This design comes from an exercise in tuning for small area on the open sky130 flow, not from production work.
In this exercise RTL edits were held to simulation tests only and were not proved equivalent to the original.
Power figures rest on the tool's default switching activity, not on a simulated workload.

$ cat flow/config.mk
export PLATFORM = sky130hd
export DESIGN_NAME = top
export DESIGN_NICKNAME = top
export VERILOG_FILES = /design/flow/design.v
export SDC_FILE = /design/flow/constraint.sdc
export NUM_CORES = 4
export LEC_CHECK = 0
export CAP_MARGIN = 20
export CORE_MARGIN = 2
export CORE_UTILIZATION = 70
export CTS_BUF_LIST = sky130_fd_sc_hd__clkbuf_16
export CTS_CLUSTER_DIAMETER = 60
export CTS_CLUSTER_SIZE = 27
export PLACE_DENSITY = 0.85
export SLEW_MARGIN = 20
$ cat flow/constraint.sdc
create_clock -name core_clock -period 10.0 [get_ports {clk_12m}]
set_input_delay 2.0000 -clock core_clock [delete_from_list [all_inputs] [get_ports {clk_12m}]]
set_output_delay 2.0000 -clock core_clock [all_outputs]
set_load 0.01 [all_outputs]
$ cat flow/design.v
module LED_shining (
input clk,
input rst_n,
output led1,
output led2,
output tick_kb,         
output [5:0] jcnt,
output c1s_zero,        
output c1s_last         
);
reg [8:0] i;
reg [5:0] j;
reg [3:0] k;
wire i_end = (i == 9'd299);
wire j_end = (j == 6'd39);
always @(posedge clk or negedge rst_n) begin
  if (!rst_n) begin
    i <= 9'd0; j <= 6'd0; k <= 4'd0;
  end else begin
    i <= i_end ? 9'd0 : i + 9'd1;
    if (i_end) begin
      j <= j_end ? 6'd0 : j + 6'd1;
      if (j_end) k <= (k == 4'd9) ? 4'd0 : k + 4'd1;
    end
  end
end
wire clkdiv = (j >= 6'd20);
assign led1 = clkdiv;
assign led2 = ~clkdiv;
assign tick_kb = i_end;
assign jcnt = j;
assign c1s_zero = (k == 4'd0) && (j == 6'd0) && (i == 9'd0);
assign c1s_last = (k == 4'd7) && j_end && i_end;
endmodule
module baud # (
		parameter				BPS_PARA = 1250
	)(
		input					clk,
		input					rst_n,
		input					bps_en,
		output	reg		bps_clk
	);
reg				[4:0]	cnt;
always @ (posedge clk or negedge rst_n) begin
	if(!rst_n)
		cnt <= 1'b0;
	else if((cnt >= BPS_PARA-1)||(!bps_en))
		cnt <= 1'b0;
	else
		cnt <= cnt + 1'b1;
end
always @ (posedge clk or negedge rst_n) begin
	if(!rst_n)
		bps_clk <= 1'b0;
	else if(cnt == (BPS_PARA>>1))
		bps_clk <= 1'b1;
	else
		bps_clk <= 1'b0;
end
endmodule
module uart_rx(
		input					clk,			 
		input					rst_n,			
		output	reg		bps_en,			
		input					bps_clk,		
		input					uart_rx,		 
		output	reg		rx_data_valid,	
		output	reg		[7:0]	rx_data_out		
	);	
reg	uart_rx0,uart_rx1,uart_rx2;	
always @ (posedge clk) begin
	uart_rx0 <= uart_rx;
	uart_rx1 <= uart_rx0;
	uart_rx2 <= uart_rx1;
end
wire	neg_uart_rx = uart_rx2 & ~uart_rx1;	
reg				[3:0]	num;			
always @ (posedge clk or negedge rst_n) begin
	if(!rst_n)
		bps_en <= 1'b0;
	else if(neg_uart_rx && (!bps_en))	 
		bps_en <= 1'b1;		
	else if(num==4'd9)		             
		bps_en <= 1'b0;			
end
reg				[7:0]	rx_data;
always @ (posedge clk or negedge rst_n) begin
	if(!rst_n) begin
		num <= 4'd0;
		rx_data <= 8'd0;
	end else if(bps_en) begin	
		if(bps_clk) begin			
			num <= num + 1'b1;
			if(num<=4'd8) rx_data[num-1] <= uart_rx1;  
		end else if(num == 4'd9) begin		           
			num <= 4'd0;				
		end
	end else begin
		num <= 4'd0;
	end
end
always @ (posedge clk or negedge rst_n) begin
	if(!rst_n) begin
		rx_data_out <= 8'd0;
		rx_data_valid <= 1'b0;
	end else if(num == 4'd9) begin	
		rx_data_out <= rx_data;
		rx_data_valid <= 1'b1;
	end else begin
		rx_data_out <= rx_data_out;
		rx_data_valid <= 1'b0;
	end
end
endmodule
module uart_tx(
		input					clk,				 
		input					rst_n,			
		output	reg		bps_en,			
		input					bps_clk,			
		input					tx_data_valid,	
		input			[7:0]	tx_data_in,		
		output	reg		uart_tx			 
	);
reg				[3:0]	num;
reg				[9:0]	tx_data_r;	
always @ (posedge clk or negedge rst_n) begin
	if(!rst_n) begin
		bps_en <= 1'b0;
		tx_data_r <= 10'd0;
	end else if(tx_data_valid && (!bps_en))begin	
		bps_en <= 1'b1;		
		tx_data_r <= {1'b1,tx_data_in,1'b0};	
	end else if(num==4'd10) begin	
		bps_en <= 1'b0;		 
	end
end
always @ (posedge clk or negedge rst_n) begin
	if(!rst_n) begin
		num <= 1'b0;
		uart_tx <= 1'b1;
	end else if(bps_en) begin
		if(bps_clk) begin
			num <= num + 1'b1;
			uart_tx <= tx_data_r[num];
		end else if(num>=4'd10) 
			num <= 4'd0;	
	end
end
endmodule
module uart_bus #(
		parameter				BPS_PARA = 20  	 
	)(
		input					clk,			 
		input					rst_n,			
		input					uart_rx,		 
		output				rx_data_valid,	
		output	[7:0]		rx_data_out,		
		input					tx_data_valid,	
		input			[7:0]	tx_data_in,		
		output				uart_tx			 
);	
wire					bps_en_rx,bps_clk_rx;
baud #(
		.BPS_PARA(BPS_PARA)
	)baud_rx(	
		.clk(clk),				 
		.rst_n(rst_n),			
		.bps_en(bps_en_rx),	
		.bps_clk(bps_clk_rx)	
	);
uart_rx uart_rx_uut(
		.clk(clk),							 
		.rst_n(rst_n),						
		.bps_en(bps_en_rx),				
		.bps_clk(bps_clk_rx),			
		.uart_rx(uart_rx),				 
		.rx_data_valid(rx_data_valid),
		.rx_data_out(rx_data_out)		
	);
wire					bps_en_tx,bps_clk_tx;
baud # (
		.BPS_PARA				(BPS_PARA		)
	) baud_tx(
		.clk(clk),				 
		.rst_n(rst_n),			
		.bps_en(bps_en_tx),	
		.bps_clk(bps_clk_tx)	
	);
uart_tx uart_tx_uut(
		.clk(clk),							 
		.rst_n(rst_n),						
		.bps_en(bps_en_tx),				
		.bps_clk(bps_clk_tx),			
		.tx_data_valid(tx_data_valid),
		.tx_data_in(tx_data_in),		
		.uart_tx(uart_tx)					 
	);
endmodule
module pwm #(
		parameter	WIDTH = 32	 
	)
	(
		input					clk,
		input					rst_n,
		input	[WIDTH-1:0]	cycle,	 
		input	[WIDTH-1:0]	duty,		 
		output	reg		pwm_out
);
reg	[WIDTH-1:0]	cnt;
always @(posedge clk or negedge rst_n)
	if(!rst_n) 
		cnt <= 1'b1;
	else if(cnt >= cycle) 
		cnt <= 1'b1;
	else 
		cnt <= cnt + 1'b1;
always @(posedge clk or negedge rst_n)
	if(!rst_n) 
		pwm_out <= 1'b1;
	else if(cnt < duty) 
		pwm_out <= 1'b1;
	else 
		pwm_out <= 1'b0;
endmodule
module music_to_tone
(
input			[4:0]	choose,
output	reg		[15:0]	cycle
);
always@(*) begin
	case(choose)
        5'd0: cycle = 16'd0; 
		5'd1: cycle = 16'd45872;	 
		5'd2: cycle = 16'd40858;	 
		5'd3: cycle = 16'd36408;	 
		5'd4: cycle = 16'd34364;	 
		5'd5: cycle = 16'd30612;	 
		5'd6: cycle = 16'd27273;	 
		5'd7: cycle = 16'd24296;	 
		5'd8: cycle = 16'd22931;	 
		5'd9: cycle = 16'd20432;	 
		5'd10: cycle = 16'd18201;	 
		5'd11: cycle = 16'd17180;	 
		5'd12: cycle = 16'd15306;	 
		5'd13: cycle = 16'd13636;	 
		5'd14: cycle = 16'd12148;	 
		5'd15: cycle = 16'd11478;	 
		5'd16: cycle = 16'd10215;	 
        5'd17: cycle = 16'd9105;	 
		5'd18: cycle = 16'd8596;	 
        5'd19: cycle = 16'd7654;	 
		5'd20: cycle = 16'd6819;	 
        5'd21: cycle = 16'd6073;	 
		default:  cycle = 16'd0;		 
	endcase
end
endmodule
module electric_piano(
		input				clk,
		input				rst_n,
		output reg  [6:0]	addr,
		input    [4:0]	 data,
		input 	songs_choose,
		input	c1s_zero,       
		input	c1s_last,       
		output			beeper
	);
wire [15:0]	cycle;
reg	 [4:0]	note_c;
reg no_flag;
music_to_tone u2(
		.choose(note_c),
		.cycle(cycle)
);
pwm #(
		.WIDTH(16)
	) u3(
		.clk(clk),
		.rst_n(rst_n),
		.cycle(cycle),
		.duty(cycle>>1),
		.pwm_out(beeper)
);
reg songs_temp;
always @(posedge clk or negedge rst_n)
	if(!rst_n)
		songs_temp <= 1'b0;
	else
		songs_temp <= songs_choose;
always @(posedge clk or negedge rst_n)
	if(!rst_n)
		note_c <= 5'd0;
	else if(no_flag)
		note_c <= data;
	else
		note_c <= 5'd0;
wire last = c1s_last;
reg [6:0] addr_nxt;
always @(*)
	if(songs_temp != songs_choose)
		addr_nxt = songs_choose ? 7'd48 : 7'd0;
	else if(addr == 7'd47 && !songs_choose && last)
		addr_nxt = 7'd0;
	else if(addr == 7'd83 && songs_choose && last)
		addr_nxt = 7'd48;
	else if(last)
		addr_nxt = addr + 7'd1;
	else
		addr_nxt = addr;
always @(posedge clk or negedge rst_n)
	if(!rst_n)
		addr <= 7'd0;
	else
		addr <= addr_nxt;
always @(posedge clk or negedge rst_n)
	if(!rst_n)
		no_flag <= 1'b0;
	else if(c1s_zero)
		no_flag <= 1'b1;
	else if(last)
		no_flag <= 1'b0;
endmodule
module music_store_ram (
    input            clk,
    input            rst_n,
    input      [6:0] addra,
    input      [4:0] dina,
    input            dina_new,     
    input            W_EN,
    input      [6:0] addrb,
    output     [4:0] doutb
);
reg [6:0] ph;
always @(posedge clk)
    ph <= (ph >= 7'd82) ? 7'd0 : ph + 7'd1;
reg  [5*83-1:0] sr;
wire [4:0] rout = sr[5*83-1 -: 5];
wire [6:0] am1  = addra - 7'd1;
wire       cmt  = (ph == addra) || (ph == am1 && addra != 7'd0 && !dina_new);
wire [4:0] rin  = cmt ? dina : rout;
always @(posedge clk)
    sr <= {sr[5*82-1:0], rin};
reg [4:0] M0, M48, M;
always @(posedge clk) begin
    if (W_EN && addra == 7'd0)  M0  <= dina;
    if (W_EN && addra == 7'd48) M48 <= dina;
    if (addrb == 7'd0)
        M <= M0;
    else if (addrb == 7'd48)
        M <= M48;
    else if (W_EN && addra == addrb)
        M <= dina;
    else if (ph == ((addrb == 7'd83) ? 7'd82 : addrb))
        M <= rin;
end
reg W_EN_d;
always @(posedge clk or negedge rst_n) begin
    if (!rst_n)
        W_EN_d <= 1'b1;
    else
        W_EN_d <= W_EN;
end
assign doutb = W_EN_d ? 5'd0 : M;
endmodule
module array_keyboard #
(
	parameter			CNT_200HZ = 600
)
(
	input					clk,
	input					rst_n,
	input			[3:0]	col,
	input					tick_kb,
	input			[5:0]	jcnt,
	output reg	[3:0]	row,
	output		[2:0]	key_out,
	output reg			key_pulse
);
	wire			tick_200hz = tick_kb;
	wire			clk_200hz = jcnt[0];
	wire			fall_200hz = tick_200hz & clk_200hz;
	wire	[2:0]	jp1 = jcnt[2:0] + 3'd1;
	wire	[1:0]	c_state = jp1[2:1];
	always @(*)
		case (c_state)
			2'd0: row = 4'b1110;
			2'd1: row = 4'b1101;
			2'd2: row = 4'b1011;
			default: row = 4'b0111;
		endcase
	reg	[15:0]	key,key_r,kout;
	assign key_out = kout[2:0];
	wire [3:0] kout_g = c_state == 2'd0 ? kout[ 3: 0] :
	                    c_state == 2'd1 ? kout[ 7: 4] :
	                    c_state == 2'd2 ? kout[11: 8] : kout[15:12];
	wire [3:0] key_g  = c_state == 2'd0 ? key[ 3: 0] :
	                    c_state == 2'd1 ? key[ 7: 4] :
	                    c_state == 2'd2 ? key[11: 8] : key[15:12];
	wire [3:0] keyr_g = c_state == 2'd0 ? key_r[ 3: 0] :
	                    c_state == 2'd1 ? key_r[ 7: 4] :
	                    c_state == 2'd2 ? key_r[11: 8] : key_r[15:12];
	always@(posedge clk or negedge rst_n) begin
		if(!rst_n) begin
			kout <= 16'hffff; key_r <= 16'hffff; key <= 16'hffff;
		end else if(fall_200hz) begin
			case(c_state)
				2'd0: begin kout[ 3: 0] <= key_r[ 3: 0]|key[ 3: 0]; key_r[ 3: 0] <= key[ 3: 0]; key[ 3: 0] <= col; end
				2'd1: begin kout[ 7: 4] <= key_r[ 7: 4]|key[ 7: 4]; key_r[ 7: 4] <= key[ 7: 4]; key[ 7: 4] <= col; end
				2'd2: begin kout[11: 8] <= key_r[11: 8]|key[11: 8]; key_r[11: 8] <= key[11: 8]; key[11: 8] <= col; end
				2'd3: begin kout[15:12] <= key_r[15:12]|key[15:12]; key_r[15:12] <= key[15:12]; key[15:12] <= col; end
			endcase
		end
	end
	always@(posedge clk or negedge rst_n)
		if(!rst_n)
			key_pulse <= 1'b0;
		else
			key_pulse <= fall_200hz && |(kout_g & ~(keyr_g | key_g));
endmodule
module In_Out_Handle (input				clk,
                      input				rst_n,
                      input		[3:0]	col,
                      output	 [3:0]	row,
                      input         uart_rx,
                      output        uart_tx,
                      output	reg				rx_data_valid_temp,
                      output	wire	[7:0]	rx_data_out_temp,
                      input					    tx_data_valid_temp,
                      input			    [7:0]	tx_data_in_temp,
                      output led_song,
                      input tick_kb,
                      input [5:0] jcnt,
                      input c1s_zero,
                      input c1s_last,
                      output			beeper);
    wire rx_data_valid;
    wire [7:0]	rx_data_out;
    reg tx_data_valid;
    reg [1:0] tx_code;                  
    wire [7:0] tx_data_in = {1'b0, |tx_code, 4'b0000, tx_code};
    reg tx_data_valid_here;
    reg tx_data_in_here;                
    reg rx_data_valid_here;
    reg [4:0] rx_data_out_here;
    reg songs_choose;
    assign led_song = songs_choose;
    reg [6:0] rx_addr_in_index;
    assign rx_data_out_temp = rx_data_out;
    wire [6:0] addr_out_index;
    wire [4:0] out_data;
    reg W_EN;
    reg finished_music_RX;
    reg back_music_RX;
    reg switch_pulse;
    wire [2:0] key_out;
    wire       key_pulse;
    array_keyboard u1(
    .clk(clk),
    .rst_n(rst_n),
    .col(col),
    .tick_kb(tick_kb),
    .jcnt(jcnt),
    .row(row),
    .key_out(key_out),
    .key_pulse(key_pulse)
    );
reg [1:0]switch_counters;
always @ (posedge clk or negedge rst_n)
    if (!rst_n)
        switch_counters <= 0;
    else if(switch_pulse==1'b1)
        switch_counters <= switch_counters +1'd1;
    else if(switch_counters == 2'd2)
        switch_counters <= 0;
always @ (posedge clk or negedge rst_n)
    if (!rst_n)  begin
        songs_choose <= 1'b0;
        switch_pulse <= 1'b0;
    end
    else if(!key_out[0] && key_pulse)
        songs_choose <= 1'b1 ;
    else if(!key_out[1]  && key_pulse)
        songs_choose <= 1'b0 ;
    else if(!key_out[2] && key_pulse)
        switch_pulse <= 1'b1;
    else if(switch_counters==2'd1)
        switch_pulse <= 1'b0;
    uart_bus u2(
    .clk(clk),
    .rst_n(rst_n),
    .uart_rx(uart_rx),
    .rx_data_valid(rx_data_valid),
    .rx_data_out(rx_data_out),
    .tx_data_valid(tx_data_valid),
    .tx_data_in(tx_data_in),
    .uart_tx(uart_tx)
    );
    electric_piano u_electric_piano(
    .clk(clk),
    .rst_n(rst_n),
    .addr(addr_out_index),
    .data(out_data),
    .songs_choose(songs_choose),
    .c1s_zero(c1s_zero),
    .c1s_last(c1s_last),
    .beeper(beeper)
    );
    music_store_ram u_music_store_ram(
    .clk(clk),
    .rst_n(rst_n),
    .addra(rx_addr_in_index),
    .dina(rx_data_out_here),
    .dina_new(rx_data_valid_here),
    .W_EN(W_EN),
    .addrb(addr_out_index),
    .doutb(out_data)
    );
always @ (posedge clk or negedge rst_n)
    if (!rst_n)  begin
      rx_data_valid_temp <= 0;
      rx_data_out_here <= 0;
      rx_data_valid_here <=0;
    end
    else if(W_EN) begin
         rx_data_out_here <= rx_data_out[4:0];
         rx_data_valid_here <= rx_data_valid;
         rx_data_valid_temp <= 0;
    end
    else begin
        rx_data_valid_temp <= rx_data_valid;
        rx_data_valid_here <= 0;
    end
always @ (posedge clk or negedge rst_n)
    if (!rst_n)  begin
         tx_data_valid <= 1'b0;
         tx_code <= 2'd0;
    end
    else if(switch_pulse) begin
         tx_data_valid<= 1'b1;
         tx_code <= 2'd2;
    end
    else if(!W_EN) begin
         tx_data_valid<= tx_data_valid_temp;
         tx_code <= {1'b0, tx_data_in_temp[0]};
    end
    else begin
         tx_data_valid<= tx_data_valid_here;
         tx_code <= {tx_data_in_here, 1'b0};
    end
always @ (posedge clk or negedge rst_n)
    if (!rst_n)   begin
        W_EN <= 1'b1;
        tx_data_valid_here <= 1'b0;
        tx_data_in_here <= 1'b0;
    end
    else if(back_music_RX) begin
        W_EN <= 1'b0;
        tx_data_valid_here <= 1'b0;
      end
    else if(finished_music_RX) begin
        tx_data_valid_here <= 1'b1;
        tx_data_in_here <= 1'b1;
    end
always @ (posedge clk or negedge rst_n)
    if (!rst_n)
        back_music_RX <= 1'b0;
    else if(finished_music_RX)
        back_music_RX <= 1'b1;
always @ (posedge clk or negedge rst_n)
    if (!rst_n)  begin
        rx_addr_in_index <= 7'd0;
        finished_music_RX          <= 1'b0;
    end
    else if (rx_addr_in_index == 7'd83)
        finished_music_RX          <= 1'b1;
    else if (rx_data_valid_here)
        rx_addr_in_index <= rx_addr_in_index + 7'd1;
endmodule
module row_ram (
    input            clk,
    input            rst_n,
    input            we,
    input      [8:0] p,
    input            p_chg,
    input      [7:0] x,
    input      [8:0] r,
    input            r_inc,
    output reg [7:0] doutb
);
reg  [5:0] ph;
always @(posedge clk)
    ph <= ph + 6'd1;
wire [7:0] rout [0:7];
wire [7:0] rin  [0:7];
wire       cmt;
wire [2:0] cseg;
wire [7:0] cdat;
genvar g;
generate
    for (g = 0; g < 7; g = g + 1) begin : seg
        reg [8*64-1:0] sr;
        always @(posedge clk)
            sr <= {sr[8*63-1:0], rin[g]};
        assign rout[g] = sr[8*64-1 -: 8];
        assign rin[g]  = (cmt && cseg == g) ? cdat : rout[g];
    end
endgenerate
reg [8*32-1:0] sr7;
always @(posedge clk)
    sr7 <= {sr7[8*31-1:0], rin[7]};
assign rout[7] = sr7[8*32-1 -: 8];
assign rin[7]  = (cmt && cseg == 3'd7) ? cdat : rout[7];
function at_end;
    input [8:0] a;
    input [5:0] ph_;
    at_end = (a[8:6] == 3'd7) ? (a[4:0] == ph_[4:0]) : (a[5:0] == ph_);
endfunction
reg lv;
reg       o1v, o2v;
reg [8:0] o1a, o2a;
reg [7:0] o1d, o2d;
wire push   = p_chg && (lv || we);
wire o1hit  = o1v && (o1a == p);
wire o2hit  = o2v && (o2a == p);
wire c1     = o1v && at_end(o1a, ph);
wire c2     = o2v && at_end(o2a, ph) && !c1;
assign cmt  = c1 || c2;
assign cseg = c1 ? o1a[8:6] : o2a[8:6];
assign cdat = c1 ? o1d : o2d;
wire put1 = push && (o1hit || (!o2hit && !o1v));
wire put2 = push && !put1 && (o2hit || !o2v);
always @(posedge clk or negedge rst_n)
    if (!rst_n) begin
        lv  <= 1'b0;
        o1v <= 1'b0;
        o2v <= 1'b0;
    end else begin
        lv  <= p_chg ? 1'b0 : (lv || we);
        o1v <= put1 ? 1'b1 : (c1 ? 1'b0 : o1v);
        o2v <= put2 ? 1'b1 : (c2 ? 1'b0 : o2v);
    end
always @(posedge clk) begin
    if (put1) begin o1a <= p; o1d <= x; end
    if (put2) begin o2a <= p; o2d <= x; end
end
wire [8:0] q = r + 9'd1;
wire [7:0] qmerged = (lv && p == q)        ? x   :
                     (o1v && o1a == q)     ? o1d :
                     (o2v && o2a == q)     ? o2d : rout[q[8:6]];
wire wq = we && (p == q);
reg [7:0] Z, C, N;
always @(posedge clk) begin
    if (we && p == 9'd0) Z <= x;
    if (wq) N <= x;
    else if (at_end(q, ph)) N <= qmerged;
    if (r_inc) C <= wq ? x : N;
    else if (we && p == r) C <= x;
    if (!we) doutb <= (r == 9'd0) ? Z : C;
end
endmodule
module uart_to_ram (input wire clk_12m,
                    input wire clk,
                    input wire rst_n,
                    input	wire				rx_data_valid,
                    input	wire		[7:0]	rx_data_out,
                    input wire [8:0] addr_out_index,
                    input wire addr_out_inc,
                    input	wire show_row_done,
                    output	reg				tx_data_valid,
                    output	wire	[7:0]	tx_data_out,
                    output wire [7:0] out_data,
                    output reg [8:0] col_pos,
                    output reg W_EN,
                    output reg row_finished_flag);
    parameter SIZE_WIDTH_MAX = 9'd479;
    reg [8:0] addr_in_index;
    reg [8:0]  length_index;
    reg tx_a;                           
    assign tx_data_out = {1'b0, tx_a, 5'b00000, tx_a};
    reg show_row_done_flag;
    reg show_row_done_flag2;
    always @ (posedge clk_12m or negedge rst_n) begin
        if (!rst_n)
            length_index <= 9'd0;
        else if (length_index == 9'd480)
            length_index <= 9'd0;
        else if (rx_data_valid == 1'b1)
            length_index <= length_index + 9'd1;
    end
    wire at_max = (addr_in_index == SIZE_WIDTH_MAX);
    wire addr_chg = show_row_done_flag ? (addr_in_index != 9'd0) : (!at_max && rx_data_valid);
    always @ (posedge clk_12m or negedge rst_n)
        if (!rst_n)  begin
            addr_in_index <= 9'd0;
            W_EN          <= 1'b0;
        end
        else if (show_row_done_flag)
            addr_in_index <= 9'd0;
        else if (at_max)
            W_EN <= 1'b0;
        else if (rx_data_valid) begin
            addr_in_index <= addr_in_index + 9'd1;
            W_EN          <= 1'b1;
        end
    always @ (posedge clk or negedge rst_n)
        if (!rst_n)
            row_finished_flag <= 1'b0;
        else
            row_finished_flag <= (length_index == 9'd480);
    always @ (posedge clk or negedge rst_n)
        if (!rst_n)  begin
            col_pos            <= 9'd0;
            show_row_done_flag <= 1'd0;
        end
        else if (col_pos == 9'd320)
            col_pos <= 0;
        else if (show_row_done) begin
            col_pos <= col_pos + 9'd1;
            show_row_done_flag <= 1'd1;
        end
        else if (show_row_done_flag2)
            show_row_done_flag <= 1'd0;
    always @ (posedge clk_12m or negedge rst_n)
        if (!rst_n)  begin
            tx_a                <= 1'b0;
            tx_data_valid       <= 1'b0;
            show_row_done_flag2 <= 1'b0;
        end
        else if (show_row_done_flag == 1'b1) begin
            tx_data_valid       <= 1'b1;
            tx_a                <= 1'b1;
            show_row_done_flag2 <= 1'b1;
        end
        else begin
            tx_data_valid       <= 1'b0;
            show_row_done_flag2 <= 1'b0;
        end
    row_ram u_row_ram
    (.clk(clk),
    .rst_n(rst_n),
    .we(W_EN | rx_data_valid),
    .p(addr_in_index),
    .p_chg(addr_chg),
    .x(rx_data_out),
    .r(addr_out_index),
    .r_inc(addr_out_inc),
    .doutb(out_data)
    );
endmodule
module  lcd_write
(
    input   wire            sys_clk_50MHz       ,
    input   wire            sys_rst_n           ,
    input   wire    [8:0]   data                ,
    input   wire            en_write            ,
    output  reg             wr_done             ,
    output  wire            cs                  ,
    output  wire            dc                  ,
    output  reg             sclk                ,
    output  reg             mosi                
);
parameter CPOL = 1'b0;  
parameter CPHA = 1'b0;  
parameter DELAY_TIME = 3'd4;  
parameter CNT_SCLK_MAX = 4'd4;  
parameter STATE0 = 2'd0;
parameter STATE1 = 2'd1;
parameter STATE2 = 2'd2;
parameter DONE   = 2'd3;
reg     [1:0]   state;
reg     [2:0]   cnt_delay;
reg     [3:0]   cnt1;
reg     [2:0]   cnt_sclk;
reg             sclk_flag;
reg             state2_finish_flag;
always@(posedge sys_clk_50MHz or negedge sys_rst_n)
    if(!sys_rst_n)
        state <= STATE0;
    else
        case(state)
            STATE0 : state <= (en_write) ? STATE1 : STATE0; 
            STATE1 : state <= (cnt_delay == DELAY_TIME) ? STATE2 : STATE1; 
            STATE2 : state <= (state2_finish_flag) ? DONE : STATE2;
            DONE   : state <= STATE0;
        endcase
always@(posedge sys_clk_50MHz or negedge sys_rst_n)
    if(!sys_rst_n)
        cnt_delay <= 'd0;
    else if(state ==  DONE)
        cnt_delay <= 'd0;
    else if(state == STATE1 && cnt_delay < DELAY_TIME)
        cnt_delay <= cnt_delay + 1'b1;
    else
        cnt_delay <= 'd0;
always@(posedge sys_clk_50MHz or negedge sys_rst_n)
    if(!sys_rst_n)
        cnt1 <= 'd0;
    else if(state == STATE1)
        cnt1 <= 'd0;
    else if(state == STATE2 && cnt_sclk == CNT_SCLK_MAX)
        cnt1 <= cnt1 + 1'b1;
always@(posedge sys_clk_50MHz or negedge sys_rst_n)
    if(!sys_rst_n)
        cnt_sclk <= 'd0;
    else if(cnt_sclk == CNT_SCLK_MAX)
        cnt_sclk <= 'd0;
    else if(state == STATE2 && cnt_sclk < CNT_SCLK_MAX)
        cnt_sclk <= cnt_sclk + 1'b1;
always@(posedge sys_clk_50MHz or negedge sys_rst_n)
    if(!sys_rst_n)
        sclk_flag <= 1'b0;
    else if(CPHA == 1'b1 && state == STATE1 && (cnt_delay == DELAY_TIME - 1'b1))
        sclk_flag <= 1'b1;
    else if(cnt_sclk == CNT_SCLK_MAX - 1'b1)
        sclk_flag <= 1'b1;
    else
        sclk_flag <= 1'b0;
always@(posedge sys_clk_50MHz or negedge sys_rst_n)
    if(!sys_rst_n)
        state2_finish_flag <= 1'b0;
    else if(cnt1 == 'd15 && (cnt_sclk == CNT_SCLK_MAX - 1'b1))
        state2_finish_flag <= 1'b1;
    else
        state2_finish_flag <= 1'b0;
always@(posedge sys_clk_50MHz or negedge sys_rst_n)
    if(!sys_rst_n)
        sclk <= 1'b0;
    else if(CPOL == 1'b1 && state == STATE0)
        sclk <= 1'b1;
    else if(CPOL == 1'b0 && state == STATE0)
        sclk <= 1'b0;
    else if(sclk_flag)   
        sclk <= ~sclk;
    else
        sclk <= sclk;
always@(posedge sys_clk_50MHz or negedge sys_rst_n)
    if(!sys_rst_n)
        mosi <= 1'b0;
    else if(state == STATE0)
        mosi <= 1'b0;
    else if(state == STATE1 && cnt_delay == CNT_SCLK_MAX)
        mosi <= data[7];
    else if(state == STATE2 && sclk_flag)
        case(cnt1)
            1 : mosi <= data[6];
            3 : mosi <= data[5];
            5 : mosi <= data[4];
            7 : mosi <= data[3];
            9 : mosi <= data[2];
            11: mosi <= data[1];
            13: mosi <= data[0];
            15: mosi <= 1'b0;
            default: mosi <= mosi;
        endcase
    else 
        mosi <= mosi;
always@(posedge sys_clk_50MHz or negedge sys_rst_n)
    if(!sys_rst_n)
        wr_done <= 1'b0;
    else if(state == DONE)
        wr_done <= 1'b1;
    else
        wr_done <= 1'b0;
assign cs = (state == STATE2) ? 1'b0 : 1'b1;
assign dc = data[8]; 
endmodule
module  control
(
    input   wire             sys_clk_50MHz       ,   
    input   wire             sys_rst_n           ,
    input   wire     [8:0]   init_data           ,
    input   wire             en_write_init       ,
    input   wire             init_done           ,
    input   wire     [8:0]   show_pic_data      ,
    input   wire             en_write_show_pic  ,
	input   wire				  show_pic_done,
    output reg [8:0]col_pos,
	 output  reg             show_pic_flag      ,
    output  reg      [8:0]   data                ,
    output  reg              en_write      
);
reg     [1:0]   cnt1;
always@(posedge sys_clk_50MHz or negedge sys_rst_n)
    if(!sys_rst_n)
        col_pos <= 9'd0;
    else if(show_pic_done && col_pos< 9'd319)
        col_pos <=col_pos+9'd1;
    else 
        col_pos <=col_pos;
always@(posedge sys_clk_50MHz or negedge sys_rst_n)
    if(!sys_rst_n)
        data <= 'd0;
    else if(init_done == 1'b0)
        data <= init_data;
    else if(init_done == 1'b1)
        data <= show_pic_data;
    else
        data <= data;
always@(posedge sys_clk_50MHz or negedge sys_rst_n)
    if(!sys_rst_n)
        en_write <= 'd0;
    else if(init_done == 1'b0)
        en_write <= en_write_init ;
    else if(init_done == 1'b1)
        en_write <= en_write_show_pic;
    else
        en_write <= en_write;
always@(posedge sys_clk_50MHz or negedge sys_rst_n)
    if(!sys_rst_n)
        cnt1 <= 'd0;
    else if(show_pic_flag)
        cnt1 <= 'd0;
    else if(init_done && cnt1 < 'd3)
        cnt1 <= cnt1 + 1'b1;
    else
        cnt1 <= cnt1;
always@(posedge sys_clk_50MHz or negedge sys_rst_n)
    if(!sys_rst_n)
        show_pic_flag <= 1'b0;
    else if(cnt1 == 'd2 || show_pic_done)
        show_pic_flag <= 1'b1;
    else
        show_pic_flag <= 1'b0;        
endmodule
module lcd_init
 #( 
     parameter   TIME100MS    = 23'd5_000,   
                 TIME150MS    = 23'd7_500,   
                 TIME120MS    = 23'd6_000,   
                 TIMES4MAX    = 18'd493 ,   
                 DATA_IDLE    = 9'b0_0000_0000
 )
(
    input   wire            sys_clk_50MHz ,
    input   wire            sys_rst_n     ,
    input   wire            wr_done       ,
    output  reg             lcd_rst       ,
    output  reg     [8:0]   init_data     ,
    output  wire            en_write      ,
    output  wire            init_done
);
parameter   WHITE   = 16'hFFFF,
            BLACK   = 16'h0000,	  
            BLUE    = 16'h001F,  
            BRED    = 16'hF81F,
            GRED 	= 16'hFFE0,
            GBLUE	= 16'h07FF,
            RED     = 16'hF800,
            MAGENTA = 16'hF81F,
            GREEN   = 16'h07E0,
            CYAN    = 16'h7FFF,
            YELLOW  = 16'hFFE0,
            BROWN 	= 16'hBC40, 
            BRRED 	= 16'hFC07, 
            GRAY  	= 16'h8430; 
reg [2:0]   state;
parameter   S0_DELAY100MS         = 3'd0, 
            S1_DELAY50MS          = 3'd1,
            S2_WR_90              = 3'd2,
            S3_DELAY120MS         = 3'd3,
            S4_WR_DIRECTION_CLEAR = 3'd4,
            DONE                  = 3'd5;
reg [12:0]  cnt_150ms;
reg         lcd_rst_high_flag;
wire [5:0]  cnt_s2_num = cnt_150ms[5:0];
reg         cnt_s2_num_done; 
wire [8:0]  cnt_s4_num = cnt_150ms[8:0];
reg         cnt_s4_num_done;   
always@(posedge sys_clk_50MHz or negedge sys_rst_n)
    if(!sys_rst_n)
        state <= S0_DELAY100MS;
    else
        case(state)
            S0_DELAY100MS:
                state <= (cnt_150ms == TIME100MS) ? S1_DELAY50MS : S0_DELAY100MS;
            S1_DELAY50MS:
                state <= (cnt_150ms == TIME150MS) ? S2_WR_90 : S1_DELAY50MS;
            S2_WR_90:
                state <= (cnt_s2_num_done) ? S3_DELAY120MS : S2_WR_90;
            S3_DELAY120MS:
                state <= (cnt_150ms == TIME120MS) ? S4_WR_DIRECTION_CLEAR : S3_DELAY120MS; 
            S4_WR_DIRECTION_CLEAR:
                state <= (cnt_s4_num_done) ? DONE : S4_WR_DIRECTION_CLEAR;
            DONE:
                state <= DONE;
            default:
                state <= S0_DELAY100MS;
        endcase
always@(posedge sys_clk_50MHz or negedge sys_rst_n)
    if(!sys_rst_n)
        cnt_150ms <= 13'd0;
    else case(state)
        S0_DELAY100MS:         cnt_150ms <= cnt_150ms + 1'b1;
        S1_DELAY50MS:          cnt_150ms <= (cnt_150ms == TIME150MS) ? 13'd0 : cnt_150ms + 1'b1;
        S2_WR_90:              cnt_150ms <= cnt_s2_num_done ? 13'd0 : (wr_done ? cnt_150ms + 1'b1 : cnt_150ms);
        S3_DELAY120MS:         cnt_150ms <= (cnt_150ms == TIME120MS) ? 13'd0 : cnt_150ms + 1'b1;
        S4_WR_DIRECTION_CLEAR: cnt_150ms <= wr_done ? cnt_150ms + 1'b1 : cnt_150ms;
        default:               cnt_150ms <= 13'd0;
    endcase
always@(posedge sys_clk_50MHz or negedge sys_rst_n)
    if(!sys_rst_n)
        lcd_rst_high_flag <= 1'b0;
    else if(state == S0_DELAY100MS && (cnt_150ms == TIME100MS - 1'b1))
        lcd_rst_high_flag <= 1'b1;
    else
        lcd_rst_high_flag <= 1'b0;
always@(posedge sys_clk_50MHz or negedge sys_rst_n)
    if(!sys_rst_n)
        lcd_rst <= 1'b0;
    else if(lcd_rst_high_flag)
        lcd_rst <= 1'b1;
    else
        lcd_rst <= lcd_rst;
always@(posedge sys_clk_50MHz or negedge sys_rst_n)
    if(!sys_rst_n)
        cnt_s2_num_done <= 1'b0;
    else if(state == S2_WR_90 && cnt_s2_num == 7'd57 && wr_done == 1'b1)
        cnt_s2_num_done <= 1'b1;
    else
        cnt_s2_num_done <= 1'b0;
always@(posedge sys_clk_50MHz or negedge sys_rst_n)
    if(!sys_rst_n)
        init_data <= DATA_IDLE;
    else if(state == S2_WR_90)
        case(cnt_s2_num)     
				7'd0:  init_data <= 9'h011 ;
            7'd1:  init_data <= 9'h036 ;
				7'd2:  init_data <= 9'h100 ;
            7'd3 :  init_data <= 9'h03a ; 
            7'd4 :  init_data <= 9'h105 ;                        
            7'd5 :  init_data <= 9'h0b2 ;                        
            7'd6 :  init_data <= 9'h10c ;                        
            7'd7 :  init_data <= 9'h10c ;  
            7'd8 :  init_data <= 9'h100 ;                        
            7'd9 :  init_data <= 9'h133 ;                        
            7'd10 :  init_data <= 9'h133 ;                        
            7'd11 :  init_data <= 9'h0b7 ;                        
            7'd12 :  init_data <= 9'h135 ;  
            7'd13:  init_data <= 9'h0bb ;                        
            7'd14:  init_data <= 9'h132 ;                        
            7'd15:  init_data <= 9'h0c2 ;                        
            7'd16:  init_data <= 9'h101 ;  
            7'd17:  init_data <= 9'h0c3 ;                        
            7'd18:  init_data <= 9'h115 ;                        
            7'd19:  init_data <= 9'h0c4 ;                        
            7'd20:  init_data <= 9'h120 ;                        
            7'd21:  init_data <= 9'h0c6 ;                        
            7'd22:  init_data <= 9'h10f ;	
            7'd23:  init_data <= 9'h0d0 ;                        
            7'd24:  init_data <= 9'h1a4 ;  
            7'd25:  init_data <= 9'h1a1 ;                        
            7'd26:  init_data <= 9'h0e0 ;                        
            7'd27:  init_data <= 9'h1d0 ;  
            7'd28:  init_data <= 9'h108 ;                        
            7'd29:  init_data <= 9'h10e ;  
            7'd30:  init_data <= 9'h109 ;                        
            7'd31:  init_data <= 9'h109 ;  
            7'd32:  init_data <= 9'h105 ;                        
            7'd33:  init_data <= 9'h131 ;                        
            7'd34:  init_data <= 9'h133 ;  
            7'd35:  init_data <= 9'h148 ;                        
            7'd36:  init_data <= 9'h117 ;  
            7'd37:  init_data <= 9'h114 ;                        
            7'd38:  init_data <= 9'h115 ;				
            7'd39:  init_data <= 9'h131 ;                        
            7'd40:  init_data <= 9'h134 ;  
            7'd41:  init_data <= 9'h0e1 ;                        
            7'd42:  init_data <= 9'h1d0 ;                        
            7'd43:  init_data <= 9'h108 ;  
            7'd44:  init_data <= 9'h10e ;                        
            7'd45:  init_data <= 9'h109 ;                        
            7'd46:  init_data <= 9'h109 ;  
            7'd47:  init_data <= 9'h115 ;                        
            7'd48:  init_data <= 9'h131 ;  
            7'd49:  init_data <= 9'h133 ;                        
            7'd50:  init_data <= 9'h148 ;  
            7'd51:  init_data <= 9'h117 ;                        
            7'd52:  init_data <= 9'h114 ;                        
            7'd53:  init_data <= 9'h115 ;                        
            7'd54:  init_data <= 9'h131 ;                        
            7'd55:  init_data <= 9'h134 ;                        
            7'd56:  init_data <= 9'h021 ;                        
            7'd57:  init_data <= 9'h029 ;
            default: init_data <= DATA_IDLE;
        endcase
    else if(state == S4_WR_DIRECTION_CLEAR)
        case(cnt_s4_num)
            'd0 :  init_data <= 9'h029;
            'd1 :  init_data <= 9'h036;
            'd2 :  init_data <= 9'h100;
            'd3 :  init_data <= 9'h02a;
            'd4 :  init_data <= 9'h100;
            'd5 :  init_data <= 9'h100;
            'd6 :  init_data <= 9'h100;
            'd7 :  init_data <= 9'h1ef;
            'd8 :  init_data <= 9'h02b;
            'd9 :  init_data <= 9'h100;
            'd10:  init_data <= 9'h100;
            'd11:  init_data <= 9'h101;
            'd12:  init_data <= 9'h13f;
            'd13:  init_data <= 9'h02c;
            default : 
                if(cnt_s4_num >= 'd14 && cnt_s4_num[0] == 0)
                    init_data <= {1'b1,WHITE[15:8]};
                else if(cnt_s4_num >= 'd14 && cnt_s4_num[0] == 1)
                    init_data <= {1'b1,WHITE[7:0]};
                else
                    init_data <= DATA_IDLE;
        endcase
    else
        init_data <= DATA_IDLE;
always@(posedge sys_clk_50MHz or negedge sys_rst_n)
    if(!sys_rst_n)
        cnt_s4_num_done <= 1'b0;
    else if(state == S4_WR_DIRECTION_CLEAR && cnt_s4_num == TIMES4MAX && wr_done == 1'b1)
        cnt_s4_num_done <= 1'b1;
    else
        cnt_s4_num_done <= 1'b0;  
assign en_write = (state == S2_WR_90 || state == S4_WR_DIRECTION_CLEAR) ? 1'b1 : 1'b0;      
assign init_done = (state == DONE) ? 1'b1 : 1'b0;        
endmodule
module lcd_show_row (input wire sys_clk,
                     input wire sys_rst_n,
                     input wire wr_done,
                     input wire show_pic_flag,        
                     input wire [8:0] col_pos,
                     input wire [7:0] rom_q,
                     output wire [8:0] rom_addr,
                     output wire rom_inc,
                     output wire [8:0] show_pic_data, 
                     output wire show_pic_done,
                     output wire en_write_show_pic);
    parameter SIZE_WIDTH_MAX  = 9'd479;
    parameter SIZE_LENGTH_MAX = 9'd319;
    parameter STATE0 = 2'd0;
    parameter STATE1 = 2'd1;
    parameter STATE2 = 2'd2;
    parameter DONE   = 2'd3;
    reg  [1:0] state;
    reg          the1_wr_done;
    reg  [3:0] cnt_set_windows;
    reg          state1_finish_flag;
    reg  [2:0] cnt_rom_prepare;
    reg  [15:0] temp;
    reg          length_num_flag;
    reg  [8:0] cnt_length_num;
    reg  [9:0] cnt_wr_color_data;
    reg  [8:0] data;
    wire         state2_finish_flag;
    reg [8:0] col_pos_temp;
    always @(*)
        col_pos_temp <= col_pos+1'b1;
    always @(posedge sys_clk or negedge sys_rst_n)
        if (!sys_rst_n) state <= STATE0;
        else
        case (state)
            STATE0: state <= (show_pic_flag) ? STATE1 : STATE0;
            STATE1: state <= (state1_finish_flag) ? STATE2 : STATE1;
            STATE2: state <= (state2_finish_flag) ? DONE : STATE2;
            DONE:   state <= STATE0;
        endcase
        always @(posedge sys_clk or negedge sys_rst_n)
            if (!sys_rst_n) the1_wr_done   <= 1'b0;
            else if (wr_done) the1_wr_done <= 1'b1;
            else the1_wr_done              <= 1'b0;
    always @(posedge sys_clk or negedge sys_rst_n)
        if (!sys_rst_n) cnt_set_windows <= 'd0;
        else if (state == STATE1 && the1_wr_done) cnt_set_windows <= cnt_set_windows + 1'b1;
        else cnt_set_windows <= cnt_set_windows;
    always @(posedge sys_clk or negedge sys_rst_n)
        if (!sys_rst_n) state1_finish_flag <= 1'b0;
        else if (cnt_set_windows == 'd10 && the1_wr_done) state1_finish_flag <= 1'b1;
        else state1_finish_flag <= 1'b0;
    reg en_state2_flag;
    always@(posedge sys_clk or negedge sys_rst_n)
        if (!sys_rst_n)  en_state2_flag <= 1'b0;
        else if (state == STATE2) en_state2_flag<= 1'b1;
        else if (state == DONE) en_state2_flag<= 1'b0;
        else en_state2_flag <= en_state2_flag;
    reg [8:0] rom_data_index;
    assign rom_addr = rom_data_index;
    assign rom_inc  = state == STATE2 && the1_wr_done && rom_data_index < SIZE_WIDTH_MAX;
    always @(posedge sys_clk or negedge sys_rst_n)
        if (!sys_rst_n) rom_data_index <= 0;
        else if (state == STATE0)  rom_data_index <= 0;
        else if (state == STATE2 && the1_wr_done && rom_data_index < SIZE_WIDTH_MAX)  rom_data_index <= rom_data_index+1'b1;
        else  rom_data_index <= rom_data_index;
    always @(posedge sys_clk)
        temp <= {temp[7:0],rom_q};
    always@(posedge sys_clk or negedge sys_rst_n)
        if (!sys_rst_n)
            length_num_flag <= 1'b0;
            else if (
            state == STATE2 &&
            rom_data_index == SIZE_WIDTH_MAX &&
            the1_wr_done
            )
            length_num_flag <= 1'b1;
        else
            length_num_flag <= 1'b0;
    always @(posedge sys_clk or negedge sys_rst_n)
        if (!sys_rst_n) data <= 9'h000;
        else if (state == STATE1)
        case (cnt_set_windows)
            0: data       <= 9'h02A;
            1: data       <= {1'b1, 8'h00};
            2: data       <= {1'b1, 8'h00};
            3: data       <= {1'b1, 8'h00};
            4: data       <= {1'b1, 8'hef};   
            5: data       <= 9'h02B;
            6: data       <= {1'b1, 7'h00,col_pos[8]};
            7: data       <= {1'b1, col_pos[7:0]};
            8: data       <= {1'b1, 7'h00,col_pos_temp[8]};
            9: data       <= {1'b1, col_pos_temp[7:0]};   
            10: data      <= 9'h02C;
            default: data <= 9'h000;
        endcase
        else if (state == STATE2)
        data <= {1'b1,temp[15:8]};
    else data <= data;
    assign state2_finish_flag = (
    (
    (rom_data_index == SIZE_WIDTH_MAX)
    ) &&
    length_num_flag
    ) ? 1'b1 : 1'b0;
    assign show_pic_data     = data;
    assign en_write_show_pic = (state == STATE1 || en_state2_flag) ? 1'b1 : 1'b0;
    assign show_pic_done     = (state == DONE) ? 1'b1 : 1'b0;
endmodule
module  picture_display
(
    input           	clk			,
    input               clk_50MHz,
    input           	rst_n		   ,
    input               rx_data_valid,
    input               [7:0]	rx_data_out,
    output              tx_data_valid,
    output               [7:0]	tx_data_in,
    output          	lcd_rst     ,
	output				lcd_blk		,
    output          	lcd_dc      ,
    output          	lcd_sclk    ,
    output          	lcd_mosi    ,
    output          	lcd_cs      
);
wire    [8:0]   data;   
wire            en_write;
wire            wr_done; 
wire    [8:0]   init_data;
wire            en_write_init;
wire            init_done;
wire            en_size            ;
wire            show_pic_flag     ;
wire    [6:0]   ascii_num          ;
wire    [8:0]   start_x            ;
wire    [8:0]   start_y            ;
wire    [8:0]   show_pic_data     ;
wire            en_write_show_pic  ;
wire            show_char_done     ;  
wire     [8:0]  rom_addr;
wire    [7:0]   rom_q; 
wire show_pic_done;
wire rom_inc;
wire [8:0]col_pos;
assign			lcd_blk = 1'b1;
wire W_EN;
wire row_finished_flag;
lcd_write  lcd_write_inst
(
    .sys_clk_50MHz(clk_50MHz	  ),
    .sys_rst_n    (rst_n  		  ),
    .data         (data         ),
    .en_write     (en_write     ),
    .wr_done      (wr_done      ),
    .cs           (lcd_cs       ),
    .dc           (lcd_dc       ),
    .sclk         (lcd_sclk     ),
    .mosi         (lcd_mosi     )
);
control  control_inst
(
    .sys_clk_50MHz          (clk_50MHz 	       ), 
    .sys_rst_n              (rst_n		          ),
    .init_data              (init_data           ),
    .en_write_init          (en_write_init       ),
    .init_done              (init_done           ),
    .show_pic_data         (show_pic_data      ),
    .en_write_show_pic     (en_write_show_pic  ),
    .show_pic_done   (show_pic_done),
	.show_pic_flag	      (show_pic_flag     ),
    .data                   (data                ),
    .en_write               (en_write            )
);
lcd_init  lcd_init_inst
(
    .sys_clk_50MHz(clk_50MHz		),
    .sys_rst_n    (rst_n	     ),
    .wr_done      (wr_done      ),
    .lcd_rst      (lcd_rst      ),
    .init_data    (init_data    ),
    .en_write     (en_write_init),
    .init_done    (init_done    )
);
reg show_temp;
always@(posedge clk or negedge rst_n)
    if(!rst_n)
        show_temp <= 1'b0;
    else if(show_pic_flag)
        show_temp <= 1'b1;
    else if(row_finished_flag)
        show_temp <= 1'b0;
    else
    show_temp <=show_temp;
lcd_show_row u_lcd_show_row
(
    .sys_clk			(clk_50MHz    ),
    .sys_rst_n        	(rst_n        ),
    .wr_done          	(wr_done      ),
    .show_pic_flag    	(show_temp && row_finished_flag), 
	.col_pos  (col_pos),
	.rom_addr	 		(rom_addr), 
	.rom_inc			(rom_inc),
	.rom_q				(rom_q),
	.show_pic_data    	(show_pic_data     ),   
    .en_write_show_pic  (en_write_show_pic ),
    .show_pic_done   (show_pic_done)  
);
uart_to_ram  u_uart_to_ram
(
    .clk_12m(clk),
    .clk(clk_50MHz),
    .rst_n(rst_n),
    .rx_data_valid(rx_data_valid),
    .rx_data_out(rx_data_out),
    .addr_out_index(rom_addr),
    .addr_out_inc(rom_inc),
    .show_row_done(show_pic_done),
    .tx_data_valid(tx_data_valid),
    .tx_data_out(tx_data_in),
    .out_data(rom_q),
    .col_pos(col_pos),
    .W_EN(W_EN),
    .row_finished_flag(row_finished_flag)
                   );
endmodule
module top (
input clk_12m,       
input rst_n,     
output led1,     
output led2,      
output          	lcd_rst     ,
output				lcd_blk		,
output          	lcd_dc      ,
output          	lcd_sclk    ,
output          	lcd_mosi    ,
output          	lcd_cs   ,
input				uart_rx,		 
output				uart_tx,
input		[3:0]	col,
output	    [3:0]	row,
output led_song,
output			    beeper
);
wire  clk_48m = clk_12m;
wire tick_kb, c1s_zero, c1s_last;
wire [5:0] jcnt;
LED_shining  u_LED_shining (
    .clk                     ( clk_12m     ),
    .rst_n                   ( rst_n   ),
    .led1                    ( led1  ),
    .led2                    (     ),
    .tick_kb                 ( tick_kb ),
    .jcnt                    ( jcnt ),
    .c1s_zero                ( c1s_zero ),
    .c1s_last                ( c1s_last )
);
assign led2 = led1;
wire rx_data_valid;
wire [7:0]	rx_data_out;
wire tx_data_valid;
wire [7:0]	tx_data_in;
picture_display u_picture_display(
    .clk		( clk_12m)	,
    .clk_50MHz ( clk_48m)	,
    .rst_n		 (rst_n)  ,
    .rx_data_valid(rx_data_valid),
    .rx_data_out(rx_data_out),
    .tx_data_valid(tx_data_valid),
    .tx_data_in(tx_data_in),
    .lcd_rst     (lcd_rst),
	.lcd_blk	(lcd_blk)	,
    .lcd_dc      (lcd_dc),
    .lcd_sclk    (lcd_sclk),
    .lcd_mosi    (lcd_mosi),
    .lcd_cs  (lcd_cs)
);
In_Out_Handle  u_In_Out_Handle(
    .clk(clk_12m),
    .rst_n(rst_n),
    .col(col),
    .row(row),
    .uart_rx(uart_rx),
    .uart_tx(uart_tx),
    .rx_data_valid_temp(rx_data_valid),
    .rx_data_out_temp(rx_data_out),
    .tx_data_valid_temp(tx_data_valid),
    .tx_data_in_temp(tx_data_in),
    .led_song(led_song),
    .tick_kb(tick_kb),
    .jcnt(jcnt),
    .c1s_zero(c1s_zero),
    .c1s_last(c1s_last),
    .beeper(beeper)
);
endmodule
$ cat flow/run.sh
#!/bin/bash
# synth_recipe.tcl (not shown) runs the flow's synth.tcl, then flattens the netlist and writes it again
# the make line also repeats each setting of config.mk as NAME=value (left out here)
make -C /OpenROAD-flow-scripts/flow DESIGN_CONFIG=/design/flow/config.mk WORK_HOME=/design/flow/orfs CLKGATE_MAP_FILE= SYNTH_SCRIPT=/design/flow/synth_recipe.tcl finish
==> results of run 1 <==
flip-flops by register name, summed over array words and instances (netlist names), 16 cells and up, named ones only:
name                                              flops
u_picture_display.u_uart_to_ram.u_row_ram.seg.sr   3584
u_In_Out_Handle.u_electric_piano.u3.cnt              16
u_In_Out_Handle.u1.key                               16
u_In_Out_Handle.u1.key_r                             16
u_picture_display.u_uart_to_ram.u_row_ram.sr7       256
u_In_Out_Handle.u1.kout                              16
u_In_Out_Handle.u_music_store_ram.sr                415
u_picture_display.u_lcd_show_row.temp                16
placed cells by master (no fill, tap or decap), types with 35 or more instances in the layout:
cell	Yosys	routed
nor3_1	53	52
xor2_1	70	70
inv_1	102	113
nand2_1	226	226
nor2_1	206	205
xnor2_1	110	110
dfxtp_1	4287	4287
edfxtp_1	81	81
o21ai_0	141	141
dfrtp_1	240	240
clkbuf_16	0	208
mux2_2	109	109
and3_1	36	36
dfstp_2	53	53
ha_1	107	107
a21oi_1	109	109
mux2_1	35	35
nand3_1	104	104
logic make-up after synthesis:
group / after synthesis / synth area share
and+or+nand+nor: 854 / 0.0394
DFF: 4661 / 0.874
adders and majority gates: 107 / 0.0122
buffers and inverters: 251 / 0.00950
AOI/OAI and AO/OA: 523 / 0.0321
xor gates and xnor gates: 183 / 0.0149
muxes: 174 / 0.0178
other: 1 / 0.0000343
layout make-up:
class                   count  area (µm²)
fillers                  8215       38100
flip-flops and latches   4661       95700
clock buffers             208        5200
clock inverters            57         713
multi-input cells        1842       12800
well taps                2058        2570
diodes                      1        2.50
inverters                 104         390
repair buffers             31         292
worst paths after layout:
| kind | slack (ns) | cells after the start | end | startpoint |
|---|---|---|---|---|
| max | 5.36 | 5 | row[0] | u_LED_shining.j[1]$_DFFE_PN0N_ |
| min | 0.31 | 0 | flop | flop |
| max reg2reg | 5.84 | 7 | u_picture_display.u_uart_to_ram.u_row_ram.N[7]$_DFFE_PP_ | flop |
| min reg2reg | 0.31 | 0 | flop | flop |
| max in group asynchronous | 6.83 | 3 | u_In_Out_Handle.u_electric_piano.note_c[0]$_DFF_PN0_ | rst_n |
| min in group asynchronous | 1.19 | 1 | u_LED_shining.j[2]$_DFFE_PN0N_ | rst_n |
metrics by stage:
| step | setup slack, ns | cells | utilization | power (µW) |
|---|---|---|---|---|
| 2_1_floorplan | 6.50 | 6754 | - | 19200 |
| 3_3_place_gp | 5.93 | 8695 | 0.717 | 19200 |
| 3_5_place_dp | 5.86 | 8695 | 0.717 | 19200 |
| 4_1_cts | 5.34 | 8960 | 0.755 | 28500 |
| 5_1_grt | 5.27 | 8961 | 0.756 | 29100 |
| 6_report | 5.36 | 8962 | 0.756 | 28400 |
worst register-to-register path, stage by stage, from the launching register on:
cell and delay, ns:
dfrtp_1 0.78, nand3_1 0.56, o21ai_2 0.49, and2_0 0.86
o2111ai_1 0.46, a41oi_1 0.42, mux2i_1 0.14, a211oi_1 0.29
power by group through the flow:
stage	Clock [µW]	Combinational (µW)	Sequential (µW)
finish	9570	144	18600
global placement	0	134	19100
floorplan	0	91.1	19100
CTS	9700	146	18600
detailed placement	0	138	19100
global route	10300	164	18700
routing by layer:
| metal | GRT usage | vias to the layer above | routed length, µm |
|---|---|---|---|
| met5 | 0 | - | 46 |
| met4 | 0.0899 | 6 | 7750 |
| met3 | 0.0407 | 529 | 8590 |
| met2 | 0.449 | 1311 | 102000 |
| met1 | 0.315 | 22800 | 80500 |
| li1 | - | 22000 | - |
cell usage after synthesis, drive strengths merged (17+ instances only):
master,count,area (µm²)
nor2,216,876
inv,102,383
dfstp,53,1390
buf,50,282
and2,24,150
edfxtp,81,2430
dfrtp,240,6010
a211oi,18,160
o21ai,160,831
ha,107,1340
mux2i,28,284
a21oi,110,554
dfxtp,4287,85800
nand4,35,231
nor3,53,265
a21o,24,180
nand2b,22,138
a31oi,26,178
nor2b,32,200
and3,36,225
nand2,228,861
o211ai,20,150
nor4,17,128
xnor2,112,996
nand3,106,548
mux2,144,1620
clkbuf,97,368
xor2,70,613
==> summary.txt, run 1 <==
Run status: no timing/DRC/antenna violations
Setup CP Type: flop to output pin
Top-level I/O count: 22
Hold Slack: 0.308 ns
Syn. warnings: 17
Core Area: 156,000 µm²
Crit-path cells: ha_1 -> xor2_1 -> nor2_1 -> inv_1 -> clkdlybuf4s50_1
Slowest cell on crit path: clkdlybuf4s50_1
Critical path data required time: 8.00 ns
Post-synth top flop: dfxtp_1
Share of cells above drive strength 1: 0.0703
Placed Area: 112,000 µm²
Clock share of power: 0.337
CP Buf/Inv Count: 2
P&R area growth vs syn: 7.46%
Die Y: 399 µm
WL per Instance: 22.2 µm
1st-pass router iterations: 7
Tmin final: 4.64 ns
Slew headroom: 0.221
Comb power frac: 0.005
Vias: 46,600
FP Rows: 145
Power per cell area: 241 nW/µm²
Initial DRC Count: 3,533
Initial antenna violation count: 8
#FFs+latches synth: 4,661
Number of flops mapped to enable cells by yosys: 81
Postcts setup bufs: 0
Max_cap viols: 0
GPL Wtd Cong: 0.839
DP HPWL: 111,000 µm
Crit path largest cell delay: 0.53 ns
DR DRC count: 0
CTS resizes: 0
Tot GR Track Use: 0.253
Worst setup SP type: flop
Clock Latency Late Sink: 0.85 ns
Slew Viols, Final: 0
Post-Syn Area: 109,000 µm²
Final net count: 6,958
HP Class: flop to flop
Synthesized Nets: 6,868
Crit end category: output pin
Final Cell Area: 118,000 µm²
First-pass GRT wire length: 304,000 µm
Mean Syn Cell Area: 16.2 µm²
RSZ-0062 raised after global routing: false
Final setup TNS: 0 ns
CTS root buf: clkbuf_16
Hold buffer count at CTS: 0
Worst Tran Pin Value: 1.16 ns
Switching part of the total: 0.204
CTS Buffer Depth: 3
Final Cycle Share: 0.464
Initial Util: 0.703
DIE AREA: 160,000 µm²
Async set-reset flop share out of synthesis: 0.0629
Switch Pwr: 5800 µW
Detail Route Antenna Nets: 0
Layout Skew: 0.0495 ns
Vias in the first global route: 49,900
Leakage: 0.0474 µW
Final hold violations: 0
CTS H-Tree Depth: 4
Seq/Total Area, Yosys: 0.874
Die width: 399 µm
Vias/cell: 5.20
Port Buffer Count: 20
Netlist cell types: 112
Total CTS buffers: 204
Max rail drop VDD: 0.264 mV
Final wirelength: 199,000 µm
Sequential share of power: 0.658
Arr. time, crit path: 2.64 ns
Largest fanout on the critical path: 5
# clock sinks: 4,661
P_int: 22,600 µW
Max Clock Freq: 216 MHz
Largest delay share family, worst path: buffers and inverters
Synthesized instance count: 6,754
Largest net degree at the start of global routing: 94
CTS tree: done
GRT overflow: 0
Final setup fails: 0
Clock-pin slew on the worst setup and hold paths: 0.10 ns
==> run 2: changes to the inputs <==
--- a/flow/design.v
+++ b/flow/design.v
@@ -388,26 +388,26 @@
 			2'd2: row = 4'b1011;
 			default: row = 4'b0111;
 		endcase
-	reg	[15:0]	key,key_r,kout;
-	assign key_out = kout[2:0];
-	wire [3:0] kout_g = c_state == 2'd0 ? kout[ 3: 0] :
-	                    c_state == 2'd1 ? kout[ 7: 4] :
-	                    c_state == 2'd2 ? kout[11: 8] : kout[15:12];
-	wire [3:0] key_g  = c_state == 2'd0 ? key[ 3: 0] :
-	                    c_state == 2'd1 ? key[ 7: 4] :
-	                    c_state == 2'd2 ? key[11: 8] : key[15:12];
-	wire [3:0] keyr_g = c_state == 2'd0 ? key_r[ 3: 0] :
-	                    c_state == 2'd1 ? key_r[ 7: 4] :
-	                    c_state == 2'd2 ? key_r[11: 8] : key_r[15:12];
+	reg	[15:0]	nkey,nkey_r,nkout;
+	assign key_out = ~nkout[2:0];
+	wire [3:0] nkout_g = c_state == 2'd0 ? nkout[ 3: 0] :
+	                     c_state == 2'd1 ? nkout[ 7: 4] :
+	                     c_state == 2'd2 ? nkout[11: 8] : nkout[15:12];
+	wire [3:0] nkey_g  = c_state == 2'd0 ? nkey[ 3: 0] :
+	                     c_state == 2'd1 ? nkey[ 7: 4] :
+	                     c_state == 2'd2 ? nkey[11: 8] : nkey[15:12];
+	wire [3:0] nkeyr_g = c_state == 2'd0 ? nkey_r[ 3: 0] :
+	                     c_state == 2'd1 ? nkey_r[ 7: 4] :
+	                     c_state == 2'd2 ? nkey_r[11: 8] : nkey_r[15:12];
 	always@(posedge clk or negedge rst_n) begin
 		if(!rst_n) begin
-			kout <= 16'hffff; key_r <= 16'hffff; key <= 16'hffff;
+			nkout <= 16'h0000; nkey_r <= 16'h0000; nkey <= 16'h0000;
 		end else if(fall_200hz) begin
 			case(c_state)
-				2'd0: begin kout[ 3: 0] <= key_r[ 3: 0]|key[ 3: 0]; key_r[ 3: 0] <= key[ 3: 0]; key[ 3: 0] <= col; end
-				2'd1: begin kout[ 7: 4] <= key_r[ 7: 4]|key[ 7: 4]; key_r[ 7: 4] <= key[ 7: 4]; key[ 7: 4] <= col; end
-				2'd2: begin kout[11: 8] <= key_r[11: 8]|key[11: 8]; key_r[11: 8] <= key[11: 8]; key[11: 8] <= col; end
-				2'd3: begin kout[15:12] <= key_r[15:12]|key[15:12]; key_r[15:12] <= key[15:12]; key[15:12] <= col; end
+				2'd0: begin nkout[ 3: 0] <= nkey_r[ 3: 0]&nkey[ 3: 0]; nkey_r[ 3: 0] <= nkey[ 3: 0]; nkey[ 3: 0] <= ~col; end
+				2'd1: begin nkout[ 7: 4] <= nkey_r[ 7: 4]&nkey[ 7: 4]; nkey_r[ 7: 4] <= nkey[ 7: 4]; nkey[ 7: 4] <= ~col; end
+				2'd2: begin nkout[11: 8] <= nkey_r[11: 8]&nkey[11: 8]; nkey_r[11: 8] <= nkey[11: 8]; nkey[11: 8] <= ~col; end
+				2'd3: begin nkout[15:12] <= nkey_r[15:12]&nkey[15:12]; nkey_r[15:12] <= nkey[15:12]; nkey[15:12] <= ~col; end
 			endcase
 		end
 	end
@@ -415,7 +415,7 @@
 		if(!rst_n)
 			key_pulse <= 1'b0;
 		else
-			key_pulse <= fall_200hz && |(kout_g & ~(keyr_g | key_g));
+			key_pulse <= fall_200hz && |(~nkout_g & nkeyr_g & nkey_g);
 endmodule
 module In_Out_Handle (input				clk,
                       input				rst_n,
@@ -439,7 +439,7 @@
     reg [1:0] tx_code;                  
     wire [7:0] tx_data_in = {1'b0, |tx_code, 4'b0000, tx_code};
     reg tx_data_valid_here;
-    reg tx_data_in_here;                
+    wire tx_data_in_here;               
     reg rx_data_valid_here;
     reg [4:0] rx_data_out_here;
     reg songs_choose;
@@ -551,7 +551,6 @@
     if (!rst_n)   begin
         W_EN <= 1'b1;
         tx_data_valid_here <= 1'b0;
-        tx_data_in_here <= 1'b0;
     end
     else if(back_music_RX) begin
         W_EN <= 1'b0;
@@ -559,8 +558,8 @@
       end
     else if(finished_music_RX) begin
         tx_data_valid_here <= 1'b1;
-        tx_data_in_here <= 1'b1;
     end
+assign tx_data_in_here = back_music_RX;
 always @ (posedge clk or negedge rst_n)
     if (!rst_n)
         back_music_RX <= 1'b0;
==> flow/flow/run.sh (new file) <==
#!/bin/bash
set -euo pipefail
export CTS_ARGS="-sink_clustering_enable -repair_clock_nets -sink_clustering_size 32 -sink_clustering_max_diameter 45 -buf_list sky130_fd_sc_hd__clkbuf_16 -dont_use_dummy_load"
bash standard.sh > standard.log 2>&1
==> flow/standard.sh (new file) <==
#!/bin/bash
# synth_recipe.tcl (not shown) runs the flow's synth.tcl, then flattens the netlist and writes it again
# the make line also repeats each setting of config.mk as NAME=value (left out here)
make -C /OpenROAD-flow-scripts/flow DESIGN_CONFIG=/design/flow/config.mk WORK_HOME=/design/flow/orfs CLKGATE_MAP_FILE= SYNTH_SCRIPT=/design/flow/synth_recipe.tcl "${@:-finish}"
==> flow/config.mk (replaced) <==
export PLATFORM = sky130hd
export DESIGN_NAME = top
export DESIGN_NICKNAME = top
export VERILOG_FILES = /design/flow/design.v
export SDC_FILE = /design/flow/constraint.sdc
export NUM_CORES = 4
export LEC_CHECK = 0
export CAP_MARGIN = 20
export CORE_MARGIN = 2
export CORE_UTILIZATION = 75
export PLACE_DENSITY = 0.92
export SLEW_MARGIN = 20
removed: flow/run.sh
==> run 2 against run 1 <==
Against the previous run: the flow now stops in clock tree synthesis; synthesized area shrank 0.71%; synthesized cell count grew 0.76%.
==> summary.txt, run 2 <==
Netlist cell types: 96 (-14%)
Synth top area cells: dfxtp_1 79%, dfrtp_1 6.6%, edfxtp_1 2.2%
First Error: [ERROR DPL-0033] detailed placement checks failed during check placement.
Initial Util: 0.756 (+0.0534)
Fail Step: clock tree synthesis
Most common cell in the netlist: dfxtp_1
Run status: did not finish
Simple-gate share of the synthesized area: 0.0428 (+0.00334)
CTS H-Tree Depth: 4 (unchanged)
Syn. warnings: 17 (unchanged)
Top-level I/O count: 22 (unchanged)
Post-synthesis mux area share: 0.00892 (-0.00890)
Placed cells: 8,591 (-1.2%)
Die width: 385 µm (-3.7%)
GPL Wtd Cong: 0.875 (+4.2%)
CTS root buf: clkbuf_16
Cell taking the most area after synthesis: dfxtp_1
#FFs+latches synth: 4,660 (-0.021%)
Share of the synthesized area in the top cell type: 0.790 (+0.00559)
Compound-Gate Fraction of Synth Area: 0.0319 (-0.000186)
Synthesized Nets: 6,919 (+0.74%)
Seq/Total Area, Yosys: 0.879 (+0.00545)
Total CTS buffers: 227 (+11%)
Post-Syn Area: 109,000 µm² (-0.71%)
DP HPWL: 145,000 µm (+31%)
Async set-reset flop share out of synthesis: 0.0627 (-0.000201)
Die Y: 385 µm (-3.7%)
Post-synthesis xor/xnor area fraction: 0.0155 (+0.000601)
Post-synth top flop: dfxtp_1
# clock sinks: 4,660 (-0.021%)
Largest family of logic cells by synthesized area: simple AND/OR/NAND/NOR gates
CTS Buffer Depth: 3 (unchanged)
Postcts setup bufs: 0 (unchanged)
Mean Syn Cell Area: 16.0 µm² (-1.5%)
FP Rows: 139 (-4.1%)
Synth Area in Adders: 0.0123 (+0.0000872)
CTS resizes: 0 (unchanged)
Placed Area: 111,000 µm² (-0.80%)
Number of flops mapped to enable cells by yosys: 81 (unchanged)
Synthesized instance count: 6,805 (+0.76%)
Port Buffer Count: 20 (unchanged)
Hold buffer count at CTS: 0 (unchanged)
Commonest cells post-synth: 4,287 x dfxtp_1, 291 x nand2_1, 287 x dfrtp_1
==> run 2: cell types whose count changed after synthesis, moves of 15 or more <==
cell      before  now
a21oi_1      109  181
clkbuf_1      94  116
dfrtp_1      240  287
dfstp_2       53    5
mux2_1        35    1
mux2_2       109   52
nand2_1      226  291
nand3_1      104   76
nor2_1       206  254
o21ai_1       15    0
o22ai_1       14   35
==> run 2: cell families after synthesis <==
logic type | Yosys count
AND/OR/NAND/NOR | 954
XOR/XNOR | 184
buffers and inverters | 248
flip-flops | 4660
adder cells (fa/ha/maj) | 107
AO/OA/AOI/OAI | 562
multiplexers | 89
other | 1
==> run 2: power by group through the flow <==
| stage | logic, µW | registers [µW] | clock network (µW) |
|---|---|---|---|
| floorplan | 93.4 | 19100 | 0 |
| global placement | 144 | 19100 | 0 |
| detailed placement | 168 | 19100 | 0 |
==> run 2: worst max-delay path by stage <==
| stage | to | depth (start not counted) |
|---|---|---|
| after floorplan | u_In_Out_Handle.u2.uart_rx_uut.rx_data[2]$_DFFE_PN0P_ | 14 |
| after global placement | u_In_Out_Handle.u2.uart_rx_uut.rx_data[6]$_DFFE_PN0P_ | 13 |
| after detailed placement | u_In_Out_Handle.u2.uart_rx_uut.rx_data[2]$_DFFE_PN0P_ | 13 |
==> run 2: stage by stage <==
step	util	total power (µW)	setup slack, ns
after floorplan	-	19200	6.15
after global placement	0.771	19200	5.65
after detailed placement	0.771	19200	5.05

re-timing with driven ports:
No port has a modelled driver above. Below, the same layout with a new extraction and two added sets of constraints.
Step 1: set_driving_cell puts a clkbuf_16 on clk_12m and a buf_2 on each other input, an assumption about the parent block.
Step 2, shift: input delay + t, output delay - t, t = (earliest + latest rising clock arrival at the registers) / 2. This alone moves slack from input paths to output paths.
Three values: no drivers, after step 1, after step 2; two values: the first two.
run: run 1
t (ns): 0.907
setup WS [ns]: 5.365 / 5.284 / 5.840
worst hold slack (ns): 0.308 / 0.308 / 0.308
worst data-port slew with drivers (ns): 0.05
After both steps run 1 still meets setup and hold. The setup slack of run 1 moves by -0.081 ns with the drivers and by +0.475 ns with both steps.
